Background: an optimization exercise with open tools, aiming at small area and a short achievable clock period. Do not read the settings as production practice. No functional check of the RTL was part of this run. Power and IR drop assume default switching activity.

==> flow/design.v <==
`timescale 1ns / 1ps
module filter(
    clock,
    reset,
    Data_In,
    Data_Out
    );
    input clock,
          reset;
    input  [7:0] Data_In;
    output [16:0] Data_Out;
    reg  [7:0] x1;
    reg  [7:0] x2;
    reg  [7:0] x3;
    reg  [7:0] x4;
    reg  [7:0] x5;
    reg  [7:0] x6;
    reg  [7:0] x7;
    reg  [7:0] x8;
    reg  [7:0] x9;
    reg  [7:0] x10;
    reg  [7:0] x11;
    reg  [7:0] x12;
    reg  [7:0] x13;
    reg  [7:0] x14;
    reg  [7:0] x15;
    reg  [7:0] x16;
    reg  [7:0] x17;
    reg  [7:0] x18;
    reg  [7:0] x19;
    reg  [7:0] x20;
    reg  [7:0] x21;
    reg  [7:0] x22;
    reg  [7:0] x23;
    reg  [7:0] x24;
    reg  [7:0] x25;
    reg  [7:0] x26;
    reg  [7:0] x27;
    reg  [7:0] x28;
    reg  [7:0] x29;
    reg  [7:0] x30;
    reg  [4:0] age;      
    reg  [16:0] S;       
    always @(posedge clock) begin
        x1 <= reset ? 8'd0 : Data_In;
        x2 <= x1;
        x3 <= x2;
        x4 <= x3;
        x5 <= x4;
        x6 <= x5;
        x7 <= x6;
        x8 <= x7;
        x9 <= (reset || age < 5'd8) ? 8'd0 : x8;
        x10 <= reset ? 8'd0 : x9;
        x11 <= reset ? 8'd0 : x10;
        x12 <= reset ? 8'd0 : x11;
        x13 <= reset ? 8'd0 : x12;
        x14 <= reset ? 8'd0 : x13;
        x15 <= reset ? 8'd0 : x14;
        x16 <= reset ? 8'd0 : x15;
        x17 <= reset ? 8'd0 : x16;
        x18 <= reset ? 8'd0 : x17;
        x19 <= reset ? 8'd0 : x18;
        x20 <= reset ? 8'd0 : x19;
        x21 <= x20;
        x22 <= x21;
        x23 <= x22;
        x24 <= x23;
        x25 <= x24;
        x26 <= x25;
        x27 <= x26;
        x28 <= (reset || age < 5'd27) ? 8'd0 : x27;
        x29 <= reset ? 8'd0 : x28;
        x30 <= reset ? 8'd0 : x29;
        if (reset) age <= 5'd0;
        else if (age != 5'd31) age <= age + 5'd1;
    end
    wire s1;
    wire c2;
    wire s4;
    wire c5;
    wire s7;
    wire c8;
    wire s10;
    wire c11;
    wire s13;
    wire c14;
    wire s16;
    wire c17;
    wire s19;
    wire c20;
    wire s22;
    wire c23;
    wire s25;
    wire c26;
    wire s28;
    wire c29;
    wire s31;
    wire c32;
    wire s34;
    wire c35;
    wire s37;
    wire c38;
    wire s40;
    wire c41;
    wire s43;
    wire c44;
    wire s46;
    wire c47;
    wire s49;
    wire c50;
    wire s52;
    wire c53;
    wire s55;
    wire c56;
    wire s58;
    wire c59;
    wire n61;
    wire n62;
    wire n63;
    wire n64;
    wire n65;
    wire s66;
    wire c67;
    wire s69;
    wire c70;
    wire s72;
    wire c73;
    wire s75;
    wire c76;
    wire n78;
    wire n79;
    wire n80;
    wire n81;
    wire n82;
    wire s83;
    wire c84;
    wire s86;
    wire c87;
    wire s89;
    wire c90;
    wire s92;
    wire c93;
    wire s95;
    wire c96;
    wire s98;
    wire c99;
    wire s101;
    wire c102;
    wire s104;
    wire c105;
    wire s107;
    wire c108;
    wire s110;
    wire c111;
    wire s113;
    wire c114;
    wire s116;
    wire c117;
    wire s119;
    wire c120;
    wire s122;
    wire c123;
    wire s125;
    wire c126;
    wire s128;
    wire c129;
    wire s131;
    wire c132;
    wire s134;
    wire c135;
    wire s137;
    wire c138;
    wire s140;
    wire c141;
    wire s143;
    wire c144;
    wire s146;
    wire c147;
    wire s149;
    wire c150;
    wire s152;
    wire c153;
    wire s155;
    wire c156;
    wire s158;
    wire c159;
    wire s161;
    wire c162;
    wire s164;
    wire c165;
    wire s167;
    wire c168;
    wire s170;
    wire c171;
    wire s173;
    wire c174;
    wire s176;
    wire c177;
    wire s179;
    wire c180;
    wire s182;
    wire c183;
    wire s185;
    wire c186;
    wire s188;
    wire c189;
    wire s191;
    wire c192;
    wire s194;
    wire c195;
    wire s197;
    wire c198;
    wire s200;
    wire c201;
    wire s203;
    wire c204;
    wire s206;
    wire c207;
    wire s209;
    wire c210;
    wire s212;
    wire c213;
    wire s215;
    wire c216;
    wire s218;
    wire c219;
    wire s221;
    wire c222;
    wire s224;
    wire c225;
    wire s227;
    wire c228;
    wire s230;
    wire c231;
    wire s233;
    wire c234;
    wire s236;
    wire c237;
    wire s239;
    wire c240;
    wire s242;
    wire c243;
    wire s245;
    wire c246;
    wire s248;
    wire c249;
    wire s251;
    wire c252;
    wire s254;
    wire c255;
    wire s257;
    wire c258;
    wire s260;
    wire c261;
    wire s263;
    wire c264;
    wire s266;
    wire c267;
    wire s269;
    wire c270;
    wire s272;
    wire c273;
    wire s275;
    wire c276;
    wire s278;
    wire c279;
    wire s281;
    wire c282;
    wire s284;
    wire c285;
    wire s287;
    wire c288;
    wire s290;
    wire c291;
    wire s293;
    wire c294;
    wire s296;
    wire c297;
    wire s299;
    wire c300;
    wire s302;
    wire c303;
    wire s305;
    wire c306;
    wire s308;
    wire c309;
    wire s311;
    wire c312;
    wire s314;
    wire c315;
    wire s317;
    wire c318;
    wire s320;
    wire c321;
    wire s323;
    wire c324;
    wire s326;
    wire c327;
    wire s329;
    wire c330;
    wire s332;
    wire c333;
    wire s335;
    wire c336;
    wire s338;
    wire c339;
    wire s341;
    wire c342;
    wire s344;
    wire c345;
    wire s347;
    wire c348;
    wire s350;
    wire c351;
    wire s353;
    wire c354;
    wire s356;
    wire c357;
    wire s359;
    wire c360;
    wire s362;
    wire c363;
    wire s365;
    wire c366;
    wire s368;
    wire c369;
    wire s371;
    wire c372;
    wire s374;
    wire c375;
    wire s377;
    wire c378;
    wire s380;
    wire c381;
    wire s383;
    wire c384;
    wire s386;
    wire c387;
    wire s389;
    wire c390;
    wire s392;
    wire c393;
    wire s395;
    wire c396;
    wire s398;
    wire c399;
    wire s401;
    wire c402;
    wire s404;
    wire c405;
    wire s407;
    wire c408;
    wire s410;
    wire c411;
    wire s413;
    wire c414;
    wire s416;
    wire c417;
    wire s419;
    wire c420;
    wire s422;
    wire c423;
    wire s425;
    wire c426;
    wire s428;
    wire c429;
    wire s431;
    wire c432;
    wire s434;
    wire c435;
    wire s437;
    wire c438;
    wire s440;
    wire c441;
    wire s443;
    wire c444;
    wire s446;
    wire c447;
    wire s449;
    wire c450;
    wire s452;
    wire c453;
    wire s455;
    wire c456;
    wire s458;
    wire c459;
    wire s461;
    wire c462;
    wire s464;
    wire c465;
    wire s467;
    wire c468;
    wire s470;
    wire c471;
    wire s473;
    wire c474;
    wire s476;
    wire c477;
    wire s479;
    wire c480;
    wire s482;
    wire c483;
    wire s485;
    wire c486;
    wire s488;
    wire c489;
    wire s491;
    wire c492;
    wire s494;
    wire c495;
    wire s497;
    wire c498;
    wire s500;
    wire c501;
    wire s503;
    wire c504;
    wire s506;
    wire c507;
    wire s509;
    wire c510;
    wire s512;
    wire c513;
    wire s515;
    wire c516;
    wire s518;
    wire c519;
    wire s521;
    wire c522;
    wire s524;
    wire c525;
    wire s527;
    wire c528;
    wire s530;
    wire c531;
    wire s533;
    wire c534;
    wire s536;
    wire c537;
    wire s539;
    wire c540;
    wire s542;
    wire c543;
    wire s545;
    wire c546;
    wire s548;
    wire c549;
    wire s551;
    wire c552;
    wire s554;
    wire c555;
    wire s557;
    wire c558;
    wire s560;
    wire c561;
    wire s563;
    wire c564;
    wire s566;
    wire c567;
    wire s569;
    wire c570;
    wire s572;
    wire c573;
    wire s575;
    wire c576;
    wire s578;
    wire c579;
    wire s581;
    wire c582;
    wire s584;
    wire c585;
    wire s587;
    wire c588;
    wire s590;
    wire c591;
    wire s593;
    wire c594;
    wire s596;
    wire c597;
    wire s599;
    wire c600;
    wire s602;
    wire c603;
    wire s605;
    wire c606;
    wire s608;
    wire c609;
    wire s611;
    wire c612;
    wire s614;
    wire c615;
    wire s617;
    wire c618;
    wire s620;
    wire c621;
    wire s623;
    wire c624;
    wire s626;
    wire c627;
    wire s629;
    wire c630;
    wire s632;
    wire c633;
    wire s635;
    wire c636;
    wire s638;
    wire c639;
    wire s641;
    wire c642;
    wire s644;
    wire c645;
    wire s647;
    wire c648;
    wire s650;
    wire c651;
    wire s653;
    wire c654;
    wire s656;
    wire c657;
    wire s659;
    wire c660;
    fir_ha u3 (.a(x10[0]), .b(x19[0]), .s(s1), .co(c2));
    fir_fa u6 (.a(x10[1]), .b(x19[1]), .c(c2), .s(s4), .co(c5));
    fir_fa u9 (.a(x10[2]), .b(x19[2]), .c(c5), .s(s7), .co(c8));
    fir_fa u12 (.a(x10[3]), .b(x19[3]), .c(c8), .s(s10), .co(c11));
    fir_ha u15 (.a(x10[4]), .b(x19[4]), .s(s13), .co(c14));
    fir_fa u18 (.a(x10[5]), .b(x19[5]), .c(c14), .s(s16), .co(c17));
    fir_fa u21 (.a(x10[6]), .b(x19[6]), .c(c17), .s(s19), .co(c20));
    fir_fa u24 (.a(x10[7]), .b(x19[7]), .c(c20), .s(s22), .co(c23));
    fir_ha u27 (.a(x11[0]), .b(x18[0]), .s(s25), .co(c26));
    fir_fa u30 (.a(x11[1]), .b(x18[1]), .c(c26), .s(s28), .co(c29));
    fir_fa u33 (.a(x11[2]), .b(x18[2]), .c(c29), .s(s31), .co(c32));
    fir_fa u36 (.a(x11[3]), .b(x18[3]), .c(c32), .s(s34), .co(c35));
    fir_fa u39 (.a(x11[4]), .b(x18[4]), .c(c35), .s(s37), .co(c38));
    fir_fa u42 (.a(x11[5]), .b(x18[5]), .c(c38), .s(s40), .co(c41));
    fir_fa u45 (.a(x11[6]), .b(x18[6]), .c(c41), .s(s43), .co(c44));
    fir_fa u48 (.a(x11[7]), .b(x18[7]), .c(c44), .s(s46), .co(c47));
    fir_ha u51 (.a(x12[0]), .b(x17[0]), .s(s49), .co(c50));
    fir_fa u54 (.a(x12[1]), .b(x17[1]), .c(c50), .s(s52), .co(c53));
    fir_fa u57 (.a(x12[2]), .b(x17[2]), .c(c53), .s(s55), .co(c56));
    fir_fa u60 (.a(x12[3]), .b(x17[3]), .c(c56), .s(s58), .co(c59));
    assign n61 = ~s49;
    assign n62 = ~s52;
    assign n63 = ~s55;
    assign n64 = ~s58;
    assign n65 = ~c59;
    fir_ha u68 (.a(x12[4]), .b(x17[4]), .s(s66), .co(c67));
    fir_fa u71 (.a(x12[5]), .b(x17[5]), .c(c67), .s(s69), .co(c70));
    fir_fa u74 (.a(x12[6]), .b(x17[6]), .c(c70), .s(s72), .co(c73));
    fir_fa u77 (.a(x12[7]), .b(x17[7]), .c(c73), .s(s75), .co(c76));
    assign n78 = ~s66;
    assign n79 = ~s69;
    assign n80 = ~s72;
    assign n81 = ~s75;
    assign n82 = ~c76;
    fir_ha u85 (.a(x13[0]), .b(x16[0]), .s(s83), .co(c84));
    fir_fa u88 (.a(x13[1]), .b(x16[1]), .c(c84), .s(s86), .co(c87));
    fir_fa u91 (.a(x13[2]), .b(x16[2]), .c(c87), .s(s89), .co(c90));
    fir_fa u94 (.a(x13[3]), .b(x16[3]), .c(c90), .s(s92), .co(c93));
    fir_ha u97 (.a(x13[4]), .b(x16[4]), .s(s95), .co(c96));
    fir_fa u100 (.a(x13[5]), .b(x16[5]), .c(c96), .s(s98), .co(c99));
    fir_fa u103 (.a(x13[6]), .b(x16[6]), .c(c99), .s(s101), .co(c102));
    fir_fa u106 (.a(x13[7]), .b(x16[7]), .c(c102), .s(s104), .co(c105));
    fir_ha u109 (.a(x14[0]), .b(x15[0]), .s(s107), .co(c108));
    fir_fa u112 (.a(x14[1]), .b(x15[1]), .c(c108), .s(s110), .co(c111));
    fir_fa u115 (.a(x14[2]), .b(x15[2]), .c(c111), .s(s113), .co(c114));
    fir_ha u118 (.a(x14[3]), .b(x15[3]), .s(s116), .co(c117));
    fir_fa u121 (.a(x14[4]), .b(x15[4]), .c(c117), .s(s119), .co(c120));
    fir_fa u124 (.a(x14[5]), .b(x15[5]), .c(c120), .s(s122), .co(c123));
    fir_ha u127 (.a(x14[6]), .b(x15[6]), .s(s125), .co(c126));
    fir_fa u130 (.a(x14[7]), .b(x15[7]), .c(c126), .s(s128), .co(c129));
    fir_fa u133 (.a(x1[0]), .b(x28[0]), .c(x30[0]), .s(s131), .co(c132));
    fir_fa u136 (.a(s25), .b(s83), .c(s107), .s(s134), .co(c135));
    fir_fa1 u139 (.a(x1[1]), .b(x28[1]), .s(s137), .co(c138));
    fir_fa u142 (.a(x29[0]), .b(x30[1]), .c(x30[0]), .s(s140), .co(c141));
    fir_fa u145 (.a(n61), .b(c132), .c(s137), .s(s143), .co(c144));
    fir_fa u148 (.a(s140), .b(s28), .c(s86), .s(s146), .co(c147));
    fir_fa u151 (.a(s110), .b(c135), .c(s143), .s(s149), .co(c150));
    fir_fa u154 (.a(s146), .b(s149), .c(Data_In[0]), .s(s152), .co(c153));
    fir_fa u157 (.a(x1[2]), .b(x9[0]), .c(x20[0]), .s(s155), .co(c156));
    fir_fa u160 (.a(x28[2]), .b(x29[1]), .c(x30[2]), .s(s158), .co(c159));
    fir_fa u163 (.a(x30[1]), .b(s1), .c(s25), .s(s161), .co(c162));
    fir_fa u166 (.a(s83), .b(c138), .c(c141), .s(s164), .co(c165));
    fir_fa u169 (.a(s155), .b(s158), .c(s161), .s(s167), .co(c168));
    fir_fa u172 (.a(n62), .b(c144), .c(s164), .s(s170), .co(c171));
    fir_fa u175 (.a(c147), .b(s31), .c(s89), .s(s173), .co(c174));
    fir_fa u178 (.a(s113), .b(s167), .c(c150), .s(s176), .co(c177));
    fir_fa u181 (.a(s170), .b(s173), .c(s176), .s(s179), .co(c180));
    fir_fa u184 (.a(s179), .b(Data_In[1]), .c(c153), .s(s182), .co(c183));
    fir_fa u187 (.a(x1[3]), .b(x9[1]), .c(x20[1]), .s(s185), .co(c186));
    fir_fa u190 (.a(x28[3]), .b(x29[2]), .c(x30[3]), .s(s188), .co(c189));
    fir_fa u193 (.a(x30[2]), .b(s1), .c(s107), .s(s191), .co(c192));
    fir_fa u196 (.a(s116), .b(c156), .c(c159), .s(s194), .co(c195));
    fir_fa u199 (.a(s185), .b(s188), .c(s4), .s(s197), .co(c198));
    fir_fa u202 (.a(s28), .b(s86), .c(c162), .s(s200), .co(c201));
    fir_fa u205 (.a(s191), .b(c165), .c(s194), .s(s203), .co(c204));
    fir_fa u208 (.a(c114), .b(s197), .c(s200), .s(s206), .co(c207));
    fir_fa u211 (.a(c168), .b(n63), .c(c171), .s(s209), .co(c210));
    fir_fa u214 (.a(s203), .b(s34), .c(s92), .s(s212), .co(c213));
    fir_fa u217 (.a(c174), .b(s206), .c(c177), .s(s215), .co(c216));
    fir_fa u220 (.a(s209), .b(s212), .c(c180), .s(s218), .co(c219));
    fir_fa u223 (.a(s215), .b(Data_In[2]), .c(s218), .s(s221), .co(c222));
    fir_fa u226 (.a(x1[4]), .b(x9[2]), .c(x20[2]), .s(s224), .co(c225));
    fir_fa u229 (.a(x28[4]), .b(x29[3]), .c(x30[4]), .s(s227), .co(c228));
    fir_fa u232 (.a(x30[3]), .b(s25), .c(s95), .s(s230), .co(c231));
    fir_fa u235 (.a(c186), .b(c189), .c(s224), .s(s233), .co(c234));
    fir_fa u238 (.a(s227), .b(s4), .c(s110), .s(s236), .co(c237));
    fir_fa u241 (.a(s119), .b(c192), .c(s230), .s(s239), .co(c240));
    fir_fa u244 (.a(c195), .b(s233), .c(c198), .s(s242), .co(c243));
    fir_fa u247 (.a(c201), .b(s7), .c(s31), .s(s245), .co(c246));
    fir_fa u250 (.a(s89), .b(s236), .c(s239), .s(s248), .co(c249));
    fir_fa u253 (.a(c204), .b(c93), .c(s242), .s(s251), .co(c252));
    fir_fa u256 (.a(c207), .b(s245), .c(n64), .s(s254), .co(c255));
    fir_fa u259 (.a(c210), .b(s248), .c(s37), .s(s257), .co(c258));
    fir_fa u262 (.a(c213), .b(s251), .c(s254), .s(s260), .co(c261));
    fir_fa u265 (.a(c216), .b(s257), .c(Data_In[3]), .s(s263), .co(c264));
    fir_fa u268 (.a(s260), .b(c219), .c(s263), .s(s266), .co(c267));
    fir_fa1 u271 (.a(x1[5]), .b(x9[3]), .s(s269), .co(c270));
    fir_fa u274 (.a(x20[3]), .b(x28[5]), .c(x29[4]), .s(s272), .co(c273));
    fir_fa u277 (.a(x30[5]), .b(x30[4]), .c(s49), .s(s275), .co(c276));
    fir_fa u280 (.a(s83), .b(s107), .c(n78), .s(s278), .co(c279));
    fir_fa u283 (.a(c225), .b(c228), .c(s269), .s(s281), .co(c282));
    fir_fa u286 (.a(s272), .b(s28), .c(s98), .s(s284), .co(c285));
    fir_fa u289 (.a(c231), .b(s275), .c(c234), .s(s287), .co(c288));
    fir_fa u292 (.a(s278), .b(s281), .c(c237), .s(s290), .co(c291));
    fir_fa u295 (.a(s7), .b(s113), .c(s122), .s(s293), .co(c294));
    fir_fa u298 (.a(s284), .b(c240), .c(s287), .s(s296), .co(c297));
    fir_fa u301 (.a(c243), .b(s10), .c(s34), .s(s299), .co(c300));
    fir_fa u304 (.a(s92), .b(c246), .c(s290), .s(s302), .co(c303));
    fir_fa u307 (.a(n65), .b(s293), .c(c249), .s(s305), .co(c306));
    fir_fa u310 (.a(s296), .b(c252), .c(s299), .s(s308), .co(c309));
    fir_fa u313 (.a(c255), .b(s302), .c(s305), .s(s311), .co(c312));
    fir_fa u316 (.a(s40), .b(c258), .c(s308), .s(s314), .co(c315));
    fir_fa u319 (.a(Data_In[4]), .b(c261), .c(s311), .s(s317), .co(c318));
    fir_fa u322 (.a(c264), .b(s314), .c(s317), .s(s320), .co(c321));
    fir_fa1 u325 (.a(x1[6]), .b(x9[4]), .s(s323), .co(c324));
    fir_fa u328 (.a(x20[4]), .b(x28[6]), .c(x29[5]), .s(s326), .co(c327));
    fir_fa u331 (.a(x30[6]), .b(x30[5]), .c(s13), .s(s329), .co(c330));
    fir_fa u334 (.a(s95), .b(s116), .c(s125), .s(s332), .co(c333));
    fir_fa u337 (.a(c270), .b(c273), .c(s323), .s(s335), .co(c336));
    fir_fa u340 (.a(s326), .b(s52), .c(s86), .s(s338), .co(c339));
    fir_fa u343 (.a(s110), .b(c276), .c(s329), .s(s341), .co(c342));
    fir_fa u346 (.a(s332), .b(n79), .c(c279), .s(s344), .co(c345));
    fir_fa u349 (.a(c282), .b(s335), .c(c114), .s(s347), .co(c348));
    fir_fa u352 (.a(c123), .b(c285), .c(s31), .s(s350), .co(c351));
    fir_fa u355 (.a(s101), .b(s338), .c(s341), .s(s353), .co(c354));
    fir_fa u358 (.a(s344), .b(c288), .c(c11), .s(s356), .co(c357));
    fir_fa u361 (.a(c93), .b(c291), .c(s10), .s(s359), .co(c360));
    fir_fa u364 (.a(s347), .b(c294), .c(s350), .s(s362), .co(c363));
    fir_fa u367 (.a(s353), .b(c297), .c(s37), .s(s365), .co(c366));
    fir_fa u370 (.a(c300), .b(s356), .c(c303), .s(s368), .co(c369));
    fir_fa u373 (.a(s359), .b(c306), .c(s362), .s(s371), .co(c372));
    fir_fa u376 (.a(c309), .b(s365), .c(s368), .s(s374), .co(c375));
    fir_fa u379 (.a(Data_In[5]), .b(c312), .c(s371), .s(s377), .co(c378));
    fir_fa u382 (.a(s43), .b(c315), .c(s374), .s(s380), .co(c381));
    fir_fa u385 (.a(c318), .b(s377), .c(s380), .s(s383), .co(c384));
    fir_fa1 u388 (.a(x1[7]), .b(x9[5]), .s(s386), .co(c387));
    fir_fa u391 (.a(x20[5]), .b(x28[7]), .c(x29[6]), .s(s389), .co(c390));
    fir_fa u394 (.a(x30[7]), .b(x30[6]), .c(s13), .s(s392), .co(c393));
    fir_fa u397 (.a(c324), .b(c327), .c(s386), .s(s395), .co(c396));
    fir_fa u400 (.a(s389), .b(s16), .c(s98), .s(s398), .co(c399));
    fir_fa u403 (.a(s119), .b(s128), .c(c330), .s(s401), .co(c402));
    fir_fa u406 (.a(c333), .b(s392), .c(c336), .s(s404), .co(c405));
    fir_fa u409 (.a(s395), .b(c339), .c(s55), .s(s407), .co(c408));
    fir_fa u412 (.a(s89), .b(s113), .c(s398), .s(s410), .co(c411));
    fir_fa u415 (.a(s401), .b(c342), .c(c345), .s(s413), .co(c414));
    fir_fa u418 (.a(n80), .b(s404), .c(c11), .s(s416), .co(c417));
    fir_fa u421 (.a(c348), .b(s34), .c(s104), .s(s419), .co(c420));
    fir_fa u424 (.a(c351), .b(s407), .c(c354), .s(s422), .co(c423));
    fir_fa u427 (.a(s410), .b(s413), .c(c357), .s(s425), .co(c426));
    fir_fa u430 (.a(c360), .b(s416), .c(c363), .s(s428), .co(c429));
    fir_fa u433 (.a(s419), .b(s422), .c(s40), .s(s431), .co(c432));
    fir_fa u436 (.a(c366), .b(s425), .c(c369), .s(s434), .co(c435));
    fir_fa u439 (.a(c372), .b(s428), .c(Data_In[6]), .s(s437), .co(c438));
    fir_fa u442 (.a(s431), .b(c375), .c(s434), .s(s440), .co(c441));
    fir_fa u445 (.a(c378), .b(s437), .c(s46), .s(s443), .co(c444));
    fir_fa u448 (.a(c381), .b(s440), .c(s443), .s(s446), .co(c447));
    fir_fa1 u451 (.a(x9[6]), .b(x20[6]), .s(s449), .co(c450));
    fir_fa u454 (.a(x29[7]), .b(x30[7]), .c(s116), .s(s452), .co(c453));
    fir_fa u457 (.a(c387), .b(c390), .c(s449), .s(s455), .co(c456));
    fir_fa u460 (.a(c129), .b(s16), .c(c393), .s(s458), .co(c459));
    fir_fa u463 (.a(s452), .b(c396), .c(s455), .s(s461), .co(c462));
    fir_fa u466 (.a(c114), .b(c399), .c(c402), .s(s464), .co(c465));
    fir_fa u469 (.a(s19), .b(s101), .c(s122), .s(s467), .co(c468));
    fir_fa u472 (.a(s458), .b(c405), .c(s461), .s(s470), .co(c471));
    fir_fa u475 (.a(c105), .b(s58), .c(s92), .s(s473), .co(c474));
    fir_fa u478 (.a(c408), .b(s464), .c(c411), .s(s476), .co(c477));
    fir_fa u481 (.a(s467), .b(n81), .c(c414), .s(s479), .co(c480));
    fir_fa u484 (.a(s470), .b(c417), .c(s37), .s(s482), .co(c483));
    fir_fa u487 (.a(c420), .b(s473), .c(c423), .s(s485), .co(c486));
    fir_fa u490 (.a(s476), .b(s479), .c(c426), .s(s488), .co(c489));
    fir_fa u493 (.a(c429), .b(s482), .c(Data_In[7]), .s(s491), .co(c492));
    fir_fa u496 (.a(s485), .b(s43), .c(c432), .s(s494), .co(c495));
    fir_fa u499 (.a(s488), .b(c435), .c(c438), .s(s497), .co(c498));
    fir_fa u502 (.a(s491), .b(c47), .c(s494), .s(s500), .co(c501));
    fir_fa u505 (.a(c441), .b(s497), .c(c444), .s(s503), .co(c504));
    fir_fa u508 (.a(s500), .b(s503), .c(c447), .s(s506), .co(c507));
    fir_fa1 u511 (.a(x9[7]), .b(x20[7]), .s(s509), .co(c510));
    fir_fa u514 (.a(s66), .b(s95), .c(s125), .s(s512), .co(c513));
    fir_fa u517 (.a(c450), .b(s509), .c(s119), .s(s515), .co(c516));
    fir_fa u520 (.a(c453), .b(s512), .c(c456), .s(s518), .co(c519));
    fir_fa u523 (.a(c123), .b(c459), .c(s19), .s(s521), .co(c522));
    fir_fa u526 (.a(s515), .b(c462), .c(s518), .s(s524), .co(c525));
    fir_fa u529 (.a(c59), .b(c93), .c(c465), .s(s527), .co(c528));
    fir_fa u532 (.a(s22), .b(s104), .c(c468), .s(s530), .co(c531));
    fir_fa u535 (.a(n82), .b(s521), .c(c471), .s(s533), .co(c534));
    fir_fa u538 (.a(s524), .b(c474), .c(c477), .s(s536), .co(c537));
    fir_fa u541 (.a(s527), .b(s530), .c(c480), .s(s539), .co(c540));
    fir_fa u544 (.a(s533), .b(s40), .c(c483), .s(s542), .co(c543));
    fir_fa u547 (.a(c486), .b(s536), .c(s539), .s(s545), .co(c546));
    fir_fa u550 (.a(c489), .b(s542), .c(c492), .s(s548), .co(c549));
    fir_fa u553 (.a(s545), .b(s46), .c(c495), .s(s551), .co(c552));
    fir_fa u556 (.a(c498), .b(s548), .c(c501), .s(s554), .co(c555));
    fir_fa u559 (.a(s551), .b(c504), .c(s554), .s(s557), .co(c558));
    fir_fa u562 (.a(c510), .b(s69), .c(s98), .s(s560), .co(c561));
    fir_fa u565 (.a(s128), .b(c513), .c(c516), .s(s563), .co(c564));
    fir_fa u568 (.a(s122), .b(s560), .c(c519), .s(s566), .co(c567));
    fir_fa u571 (.a(c23), .b(c105), .c(s22), .s(s569), .co(c570));
    fir_fa u574 (.a(c522), .b(s563), .c(c525), .s(s572), .co(c573));
    fir_fa u577 (.a(s566), .b(c528), .c(c531), .s(s575), .co(c576));
    fir_fa u580 (.a(s569), .b(c534), .c(s572), .s(s578), .co(c579));
    fir_fa u583 (.a(c537), .b(s575), .c(c540), .s(s581), .co(c582));
    fir_fa u586 (.a(s578), .b(s43), .c(c543), .s(s584), .co(c585));
    fir_fa u589 (.a(c546), .b(s581), .c(c47), .s(s587), .co(c588));
    fir_fa u592 (.a(s584), .b(c549), .c(c552), .s(s590), .co(c591));
    fir_fa u595 (.a(s587), .b(s590), .c(c555), .s(s593), .co(c594));
    fir_fa1 u598 (.a(s125), .b(c129), .s(s596), .co(c597));
    fir_fa u601 (.a(c123), .b(c561), .c(s72), .s(s599), .co(c600));
    fir_fa u604 (.a(s101), .b(s596), .c(c23), .s(s602), .co(c603));
    fir_fa u607 (.a(c564), .b(s599), .c(c567), .s(s605), .co(c606));
    fir_fa u610 (.a(c570), .b(s602), .c(c573), .s(s608), .co(c609));
    fir_fa u613 (.a(s605), .b(c576), .c(c579), .s(s611), .co(c612));
    fir_fa u616 (.a(s608), .b(c582), .c(s611), .s(s614), .co(c615));
    fir_fa u619 (.a(s46), .b(c585), .c(c588), .s(s617), .co(c618));
    fir_fa u622 (.a(s614), .b(c591), .c(s617), .s(s620), .co(c621));
    fir_fa1 u625 (.a(s128), .b(c597), .s(s623), .co(c624));
    fir_fa u628 (.a(s75), .b(s104), .c(s623), .s(s626), .co(c627));
    fir_fa u631 (.a(c600), .b(c603), .c(s626), .s(s629), .co(c630));
    fir_fa u634 (.a(c606), .b(s629), .c(c609), .s(s632), .co(c633));
    fir_fa u637 (.a(c612), .b(s632), .c(c47), .s(s635), .co(c636));
    fir_fa u640 (.a(c615), .b(s635), .c(c618), .s(s638), .co(c639));
    fir_fa1 u643 (.a(c129), .b(c76), .s(s641), .co(c642));
    fir_fa u646 (.a(c105), .b(c624), .c(c627), .s(s644), .co(c645));
    fir_fa u649 (.a(s641), .b(c630), .c(s644), .s(s647), .co(c648));
    fir_fa u652 (.a(s647), .b(c633), .c(c636), .s(s650), .co(c651));
    fir_fa1 u655 (.a(c642), .b(c645), .s(s653), .co(c654));
    fir_fa u658 (.a(c648), .b(s653), .c(c651), .s(s656), .co(c657));
    fir_fa1 u661 (.a(c654), .b(c657), .s(s659), .co(c660));
    wire [16:0] rowA = {1'b1, s659, s656, c639, c621, c594, c558, c507, s506, c384, c321, c267, c222, c183, s182, s152, s131};
    wire [16:0] rowB = {c660, 1'b0, 1'b0, s650, s638, s620, s593, s557, 1'b0, s446, s383, s320, s266, s221, 1'b0, 1'b0, s134};
    wire [16:0] S_next = rowA + rowB;
    always @(posedge clock) begin
        if (reset) S <= 17'd0;
        else       S <= S_next;
    end
    wire [9:0] oa, ob, og, op;
    wire [7:1] oe;
    fir_xor2 u_a0 (.a(S[0]), .b(Data_In[0]), .y(oa[0]));
    fir_pg1 u_pg1 (.s1(S[1]), .s0(S[0]), .d1(Data_In[1]), .d0(Data_In[0]), .p(op[1]), .g(og[1]));
    fir_pg u_pg2 (.s1(S[2]), .s0(S[1]), .d2(Data_In[2]), .d1(Data_In[1]), .d0(Data_In[0]), .p(op[2]), .g(og[2]));
    fir_pg u_pg3 (.s1(S[3]), .s0(S[2]), .d2(Data_In[3]), .d1(Data_In[2]), .d0(Data_In[1]), .p(op[3]), .g(og[3]));
    fir_pg u_pg4 (.s1(S[4]), .s0(S[3]), .d2(Data_In[4]), .d1(Data_In[3]), .d0(Data_In[2]), .p(op[4]), .g(og[4]));
    fir_pg u_pg5 (.s1(S[5]), .s0(S[4]), .d2(Data_In[5]), .d1(Data_In[4]), .d0(Data_In[3]), .p(op[5]), .g(og[5]));
    fir_pg u_pg6 (.s1(S[6]), .s0(S[5]), .d2(Data_In[6]), .d1(Data_In[5]), .d0(Data_In[4]), .p(op[6]), .g(og[6]));
    fir_pg u_pg7 (.s1(S[7]), .s0(S[6]), .d2(Data_In[7]), .d1(Data_In[6]), .d0(Data_In[5]), .p(op[7]), .g(og[7]));
    fir_pg8 u_pg8 (.s1(S[8]), .s0(S[7]), .d1(Data_In[7]), .d0(Data_In[6]), .p(op[8]), .g(og[8]));
    fir_pg9 u_pg9 (.s1(S[9]), .s0(S[8]), .d0(Data_In[7]), .p(op[9]), .g(og[9]));
    wire G0_2;
    fir_ao21 u_G0_2 (.a(og[2]), .b(op[2]), .c(og[1]), .y(G0_2));
    wire G0_4;
    fir_ao21 u_G0_4 (.a(og[4]), .b(op[4]), .c(og[3]), .y(G0_4));
    wire P0_4;
    fir_and2 u_P0_4 (.a(op[4]), .b(op[3]), .y(P0_4));
    wire G0_6;
    fir_ao21 u_G0_6 (.a(og[6]), .b(op[6]), .c(og[5]), .y(G0_6));
    wire P0_6;
    fir_and2 u_P0_6 (.a(op[6]), .b(op[5]), .y(P0_6));
    wire G0_8;
    fir_ao21 u_G0_8 (.a(og[8]), .b(op[8]), .c(og[7]), .y(G0_8));
    wire P0_8;
    fir_and2 u_P0_8 (.a(op[8]), .b(op[7]), .y(P0_8));
    wire G1_3;
    fir_ao21 u_G1_3 (.a(og[3]), .b(op[3]), .c(G0_2), .y(G1_3));
    wire G1_4;
    fir_ao21 u_G1_4 (.a(G0_4), .b(P0_4), .c(G0_2), .y(G1_4));
    wire G1_7;
    fir_ao21 u_G1_7 (.a(og[7]), .b(op[7]), .c(G0_6), .y(G1_7));
    wire P1_7;
    fir_and2 u_P1_7 (.a(op[7]), .b(P0_6), .y(P1_7));
    wire G1_8;
    fir_ao21 u_G1_8 (.a(G0_8), .b(P0_8), .c(G0_6), .y(G1_8));
    wire P1_8;
    fir_and2 u_P1_8 (.a(P0_8), .b(P0_6), .y(P1_8));
    wire G2_5;
    fir_ao21 u_G2_5 (.a(og[5]), .b(op[5]), .c(G1_4), .y(G2_5));
    wire G2_6;
    fir_ao21 u_G2_6 (.a(G0_6), .b(P0_6), .c(G1_4), .y(G2_6));
    wire G2_7;
    fir_ao21 u_G2_7 (.a(G1_7), .b(P1_7), .c(G1_4), .y(G2_7));
    wire G2_8;
    fir_ao21 u_G2_8 (.a(G1_8), .b(P1_8), .c(G1_4), .y(G2_8));
    wire G3_9;
    fir_ao21 u_G3_9 (.a(og[9]), .b(op[9]), .c(G2_8), .y(G3_9));
    wire [10:1] cy;   
    assign cy[1] = 1'b0;
    assign cy[2] = og[1];
    assign cy[3] = G0_2;
    assign cy[4] = G1_3;
    assign cy[5] = G1_4;
    assign cy[6] = G2_5;
    assign cy[7] = G2_6;
    assign cy[8] = G2_7;
    assign cy[9] = G2_8;
    assign cy[10] = G3_9;
    assign Data_Out[0] = oa[0];
    assign Data_Out[1] = op[1];
    fir_xor2 u_y2 (.a(op[2]), .b(cy[2]), .y(Data_Out[2]));
    fir_xor2 u_y3 (.a(op[3]), .b(cy[3]), .y(Data_Out[3]));
    fir_xor2 u_y4 (.a(op[4]), .b(cy[4]), .y(Data_Out[4]));
    fir_xor2 u_y5 (.a(op[5]), .b(cy[5]), .y(Data_Out[5]));
    fir_xor2 u_y6 (.a(op[6]), .b(cy[6]), .y(Data_Out[6]));
    fir_xor2 u_y7 (.a(op[7]), .b(cy[7]), .y(Data_Out[7]));
    fir_xor2 u_y8 (.a(op[8]), .b(cy[8]), .y(Data_Out[8]));
    fir_xor2 u_y9 (.a(op[9]), .b(cy[9]), .y(Data_Out[9]));
    wire [6:0] hi_inc = S[16:10] + 7'd1;
    fir_mux2 u_y10 (.a(S[10]), .b(hi_inc[0]), .s(cy[10]), .y(Data_Out[10]));
    fir_mux2 u_y11 (.a(S[11]), .b(hi_inc[1]), .s(cy[10]), .y(Data_Out[11]));
    fir_mux2 u_y12 (.a(S[12]), .b(hi_inc[2]), .s(cy[10]), .y(Data_Out[12]));
    fir_mux2 u_y13 (.a(S[13]), .b(hi_inc[3]), .s(cy[10]), .y(Data_Out[13]));
    fir_mux2 u_y14 (.a(S[14]), .b(hi_inc[4]), .s(cy[10]), .y(Data_Out[14]));
    fir_mux2 u_y15 (.a(S[15]), .b(hi_inc[5]), .s(cy[10]), .y(Data_Out[15]));
    fir_mux2 u_y16 (.a(S[16]), .b(hi_inc[6]), .s(cy[10]), .y(Data_Out[16]));
endmodule
module fir_pg(input s1, input s0, input d2, input d1, input d0, output p, output g);
    wire a = s1 ^ d2 ^ d1;
    wire b = (s0 & d1) | (s0 & d0) | (d1 & d0);
    assign p = a ^ b;
    assign g = a & b;
endmodule
module fir_pg1(input s1, input s0, input d1, input d0, output p, output g);
    wire a = s1 ^ d1 ^ d0;
    wire b = s0 & d0;
    assign p = a ^ b;
    assign g = a & b;
endmodule
module fir_pg8(input s1, input s0, input d1, input d0, output p, output g);
    wire a = s1 ^ d1;
    wire b = (s0 & d1) | (s0 & d0) | (d1 & d0);
    assign p = a ^ b;
    assign g = a & b;
endmodule
module fir_pg9(input s1, input s0, input d0, output p, output g);
    wire b = s0 & d0;
    assign p = s1 ^ b;
    assign g = s1 & b;
endmodule
module fir_xor2(input a, input b, output y);
    assign y = a ^ b;
endmodule
module fir_and2(input a, input b, output y);
    assign y = a & b;
endmodule
module fir_maj3(input a, input b, input c, output y);
    assign y = (a & b) | (a & c) | (b & c);
endmodule
module fir_ao21(input a, input b, input c, output y);
    assign y = a | (b & c);
endmodule
module fir_mux2(input a, input b, input s, output y);
    assign y = s ? b : a;
endmodule
module fir_fa1(input a, input b, output s, output co);
    assign s = ~(a ^ b);
    assign co = a | b;
endmodule
module fir_fa(input a, input b, input c, output s, output co);
    assign s = a ^ b ^ c;
    assign co = (a & b) | (a & c) | (b & c);
endmodule
module fir_ha(input a, input b, output s, output co);
    assign s = a ^ b;
    assign co = a & b;
endmodule
==> flow/flow/run.sh <==
#!/bin/bash
# The standard layout (standard.sh) with three changes: synthesis runs
# flow/synth.tcl (synth_recipe.tcl without adder-cell extraction in the output
# adder's small modules), the port buffers are sky130_fd_sc_hd__buf_2 cells,
# and timing repair aims for more setup slack than config.mk may ask for.
# Logs: standard.log here; ORFS's own logs under orfs/logs.
set -euo pipefail
export SETUP_SLACK_MARGIN=5.5
export BUFFER_PORTS_ARGS="-buffer_cell sky130_fd_sc_hd__buf_2"
sed "s#SYNTH_SCRIPT=[^ ]*#SYNTH_SCRIPT=$PWD/flow/synth.tcl#" standard.sh > own_standard.sh
grep -q "SYNTH_SCRIPT=$PWD/flow/synth.tcl" own_standard.sh
bash own_standard.sh > standard.log 2>&1
==> flow/flow/synth.tcl <==
# synth_recipe.tcl (the standard synthesis), except that full and half adder
# cells are extracted only in filter, fir_fa and fir_ha: the one-cell modules,
# of the output adder and its fir_pg* modules are left to ABC as they are.
proc synth {args} { yosys synth -nofsm -noshare {*}$args }
proc extract_fa {args} { yosys extract_fa {*}$args filter fir_fa fir_ha }
source $::env(SCRIPTS_DIR)/synth.tcl
# left out here: clear keep_hierarchy, flatten, clean up, hide names made inside functions, write 1_2_yosys.v
==> flow/standard.sh <==
#!/bin/bash
# synth_recipe.tcl (not shown) runs the flow's synth.tcl, then flattens the netlist and writes it again
# the make line also repeats each setting of config.mk as NAME=value (left out here)
make -C /OpenROAD-flow-scripts/flow DESIGN_CONFIG=/design/flow/config.mk WORK_HOME=/design/flow/orfs CLKGATE_MAP_FILE= SYNTH_SCRIPT=/design/flow/synth_recipe.tcl "${@:-finish}"
==> flow/config.mk <==
export PLATFORM = sky130hd
export DESIGN_NAME = filter
export DESIGN_NICKNAME = filter
export VERILOG_FILES = /design/flow/design.v
export SDC_FILE = /design/flow/constraint.sdc
export NUM_CORES = 4
export LEC_CHECK = 0
export ABC_CLOCK_PERIOD_IN_PS = 3000
export CAP_MARGIN = 20
export CORE_MARGIN = 2
export CORE_UTILIZATION = 40
export CTS_BUF_LIST = sky130_fd_sc_hd__clkbuf_8
export CTS_CLUSTER_DIAMETER = 60
export CTS_CLUSTER_SIZE = 14
export SLEW_MARGIN = 20
export SYNTH_HIERARCHICAL = 1
==> flow/constraint.sdc <==
create_clock -name core_clock -period 12.5 [get_ports {clock}]
set_input_delay 2.5000 -clock core_clock [delete_from_list [all_inputs] [get_ports {clock}]]
set_output_delay 2.5000 -clock core_clock [all_outputs]
set_load 0.01 [all_outputs]
==> results.toml <==
[outcome]
outcome = "timing/DRC/antenna clean"

[yosys]
synth_largest_type_area_fraction_pct = 43.4
synthArstFlopShare_pct = 0
synth_top_cells_by_area = "dfxtp_1 43%, fa_1 32%, nor2b_1 6.2%"
ys.warnings.count = 7
synthDistinctLibCells = 53
yosys.cell_count.top_type = "dfxtp_1"
synth.cell_area_sq_mm = 0.0121
seq_area_frac_synth_pct = 43.4
synth_nets = 1102
synth.avg_cell_area_sq_um = 13.9
synth_commonest_cells = "262 x dfxtp_1, 196 x fa_1, 119 x nor2b_1"
synth_edf_count = 0
synth.ff_latch_count = 262
synthFlopType = "dfxtp_1"
netlist_instances = 871
synth_area_leader_cell = "dfxtp_1"

[clock_network]
cts_tree = "built"
clk-insertion-delay-late_ns = 0.56
clk_transition_reported_paths_ns = 0.08
cts.path.max_buffers = 3
h-tree-depth = 1
cts_inserted_buffers = 25
cts_root_buf = "clkbuf_8"
numClockSinks = 262

[die]
die_w_um = 178
placeableCoreArea_sq_mm = 0.0297
ioPinCount = 27
start_util_pct = 40.7
die_area_sq_mm = 0.0317
die_h_um = 178
rows = 63

[routing]
route.detailed.drc = 0
first_iter_violations = 295
vias_per_cell = 4.57
drt-wirelength-per-cell_um = 16.0
routed-via-count = 5974
drt_first_pass_iters = 4
drtAntennaViolNets = 0
wl_um = 20900

[timing]
timing.final.setup_violations = 0
worst-slew-pin-transition_ns = 0.936
max_slew_headroom_pct = 37.1
fin_tns_setup_ns = 0
whs_ns = 0.324
drv_slew = 0
grt_setup_unrepaired = "true"
finalWorstPathRequiredPeriod_ns = 6.92
final_hold_fails = 0
fmax_mhz = 145
fin_crit_sh_pct = 55.4
setup_ws_ns = 5.58
final.setup_skew_ns = 0.0208

[global_route]
grt_start_max_net_pins = 63
antenna_found_initial = 0
overflow = 0
grt_first_pass_wirelength_um = 34300
via_count_of_the_first_global_routing_pass = 6355
grt_usage_pct = 14.2

[layout]
final-seq-area_sq_mm = 0.00525
postLayoutCoreUtil_pct = 44.6
flip_flop_count_of_the_largest_register_after_layout = 17
drive_above_1_share_pct = 11.0
layout.nets = 1140
multiInputGateArea_sq_mm = 0.00681
stdcell_count = 1308
area_delta_synth_final_pct = 9.63
n_fill_cell = 2645
regMostFlops = "S"

[place]
placedCellCount = 1269
detailed_place_hpwl_um = 16900
gp_congestion = 0.840
setup_slack_after_placement_ns = 5.34
buffer_ports.inserted = 26

[worst_setup_path]
arrival_ns = 4.42
critPathLaunchType = "input pin"
required_ns = 10.00
critPathCaptureType = "primary output"
cp_max_fo = 9
criticalPathCategory = "in -> out"

[power]
ir_worst_vdd_v = 0.0000836
leakage_nw = 5.85
cellPowerDensity_mw_per_mm2 = 136

[hold_path]
worstHoldPathType = "reg -> reg"

[flow_run]
cap_violations = 0
-- metal layers --
| layer | vias up | GRT usage [%] | wire, um |
|---|---|---|---|
| met5 | - | 0 | 0 |
| met4 | 0 | 3.24 | 336 |
| met3 | 25 | 2.23 | 866 |
| met2 | 69 | 21.3 | 9470 |
| met1 | 3024 | 21.7 | 10200 |
| li1 | 2856 | - | - |
-- worst max-delay path: stages --
cell      delay, ns
buf_6          0.12
nand3b_1       0.22
o21ai_4        0.10
xnor2_2        0.09
a21o_1         0.20
a21o_4         0.25
a21o_1         0.22
a21o_4         0.27
mux2_4         0.30
buf_2          0.14
-- modules after synthesis (local to each module, per instance) --
module    times used  flops+latches  cells
fir_fa           196              0      1
filter             1            262    554
fir_ha            10              0      1
fir_xor2           9              0      1
fir_mux2           7              0      1
fir_pg8            1              0      6
fir_and2           5              0      1
fir_pg9            1              0      3
fir_ao21          13              0      1
fir_pg             6              0      7
fir_fa1           11              0      2
fir_pg1            1              0      4
-- timing repair --
| item | 4_1_cts | 5_1_grt |
|---|---|---|
| setup buffers | 0 | 3 |
| gates resized for setup | 2 | 25 |
| pin swaps | 0 | 7 |
| hold buffers | 0 | 0 |
| setup endpoints to repair | 7 | 8 |
-- final timing paths --
check | depth (start not counted) | from | endpoint | slack [ns]
worst min-delay path | 0 | x5[4]$_DFF_P_ | x6[4]$_DFF_P_ | 0.32
worst max register to register | 16 | x14[3]$_SDFF_PP0_ | S[16]$_SDFF_PP0_ | 5.85
worst min register to register | 0 | x5[4]$_DFF_P_ | x6[4]$_DFF_P_ | 0.32
worst max-delay path | 10 | Data_In[1] | Data_Out[10] | 5.58
-- report_power, final --
| part | internal, mW | switching (mW) |
|---|---|---|
| clock network | 0.217 | 0.281 |
| registers | 0.864 | 0.0283 |
| logic | 0.209 | 0.206 |
| total | 1.29 | 0.515 |
-- cells by family after synthesis --
kind of cell | Yosys count | synth area share [%]
compound gates | 63 | 3.74
xor+xnor | 53 | 4.21
fa+ha+maj | 221 | 35.0
buf+inv | 32 | 1.08
flops | 262 | 43.4
mux | 12 | 1.30
simple gates | 228 | 11.3
-- cells in the final DEF (no fill, tap or decap), types with 8 or more instances in the layout --
| cell type | n |
|---|---|
| a21oi_1 | 10 |
| xor2_1 | 18 |
| buf_4 | 8 |
| nor2_1 | 21 |
| a21o_1 | 13 |
| or2_1 | 11 |
| and2_1 | 21 |
| nor2b_1 | 119 |
| buf_2 | 15 |
| xnor2_1 | 25 |
| fa_1 | 194 |
| inv_1 | 14 |
| clkbuf_8 | 26 |
| dfxtp_1 | 262 |
| xnor2_2 | 9 |
| nand2_1 | 10 |
| ha_1 | 25 |
-- per-stage QoR --
step	area, sq um	power [mW]
2_1_floorplan	12100	1.20
3_3_place_gp	12600	1.29
3_5_place_dp	12600	1.30
4_1_cts	13100	1.80
5_1_grt	13300	1.91
6_report	13300	1.81
-- cell type report --
| class | count | share of cell area (%) |
|---|---|---|
| well taps | 390 | 3.68 |
| clock buffers | 26 | 2.70 |
| diodes | 1 | 0.0189 |
| flip-flops and latches | 262 | 39.5 |
| inverters | 12 | 0.340 |
| clock inverters | 9 | 0.726 |
| repair buffers | 31 | 1.67 |
| multi-input cells | 577 | 51.3 |

[port drivers added, routing unchanged]
Ports are ideal in the flow. The routed layout listed here was re-timed in OpenROAD.
Step 1: set_driving_cell puts a clkbuf_16 on clock and a buf_2 on each other input, an assumption about the parent block.
Step 2 times the ports against the registers' clock, not the clock port: input delays grow and output delays shrink by t, the midpoint of the rising clock arrivals with the driver on.
Three values: ideal ports, drivers, drivers and shift; two values: the first two.
t, ns: 0.598
setup slack, ns: 5.580 / 5.547 / 5.547
hold slack, ns: 0.324 / 0.324 / 0.324
latest minus earliest clock arrival (ns): 0.021 / 0.020
cell pins on the clock port's net: 1
After both steps this run still meets setup and hold. The setup slack of this run moves by -0.033 ns with the drivers and by -0.033 ns with both steps.
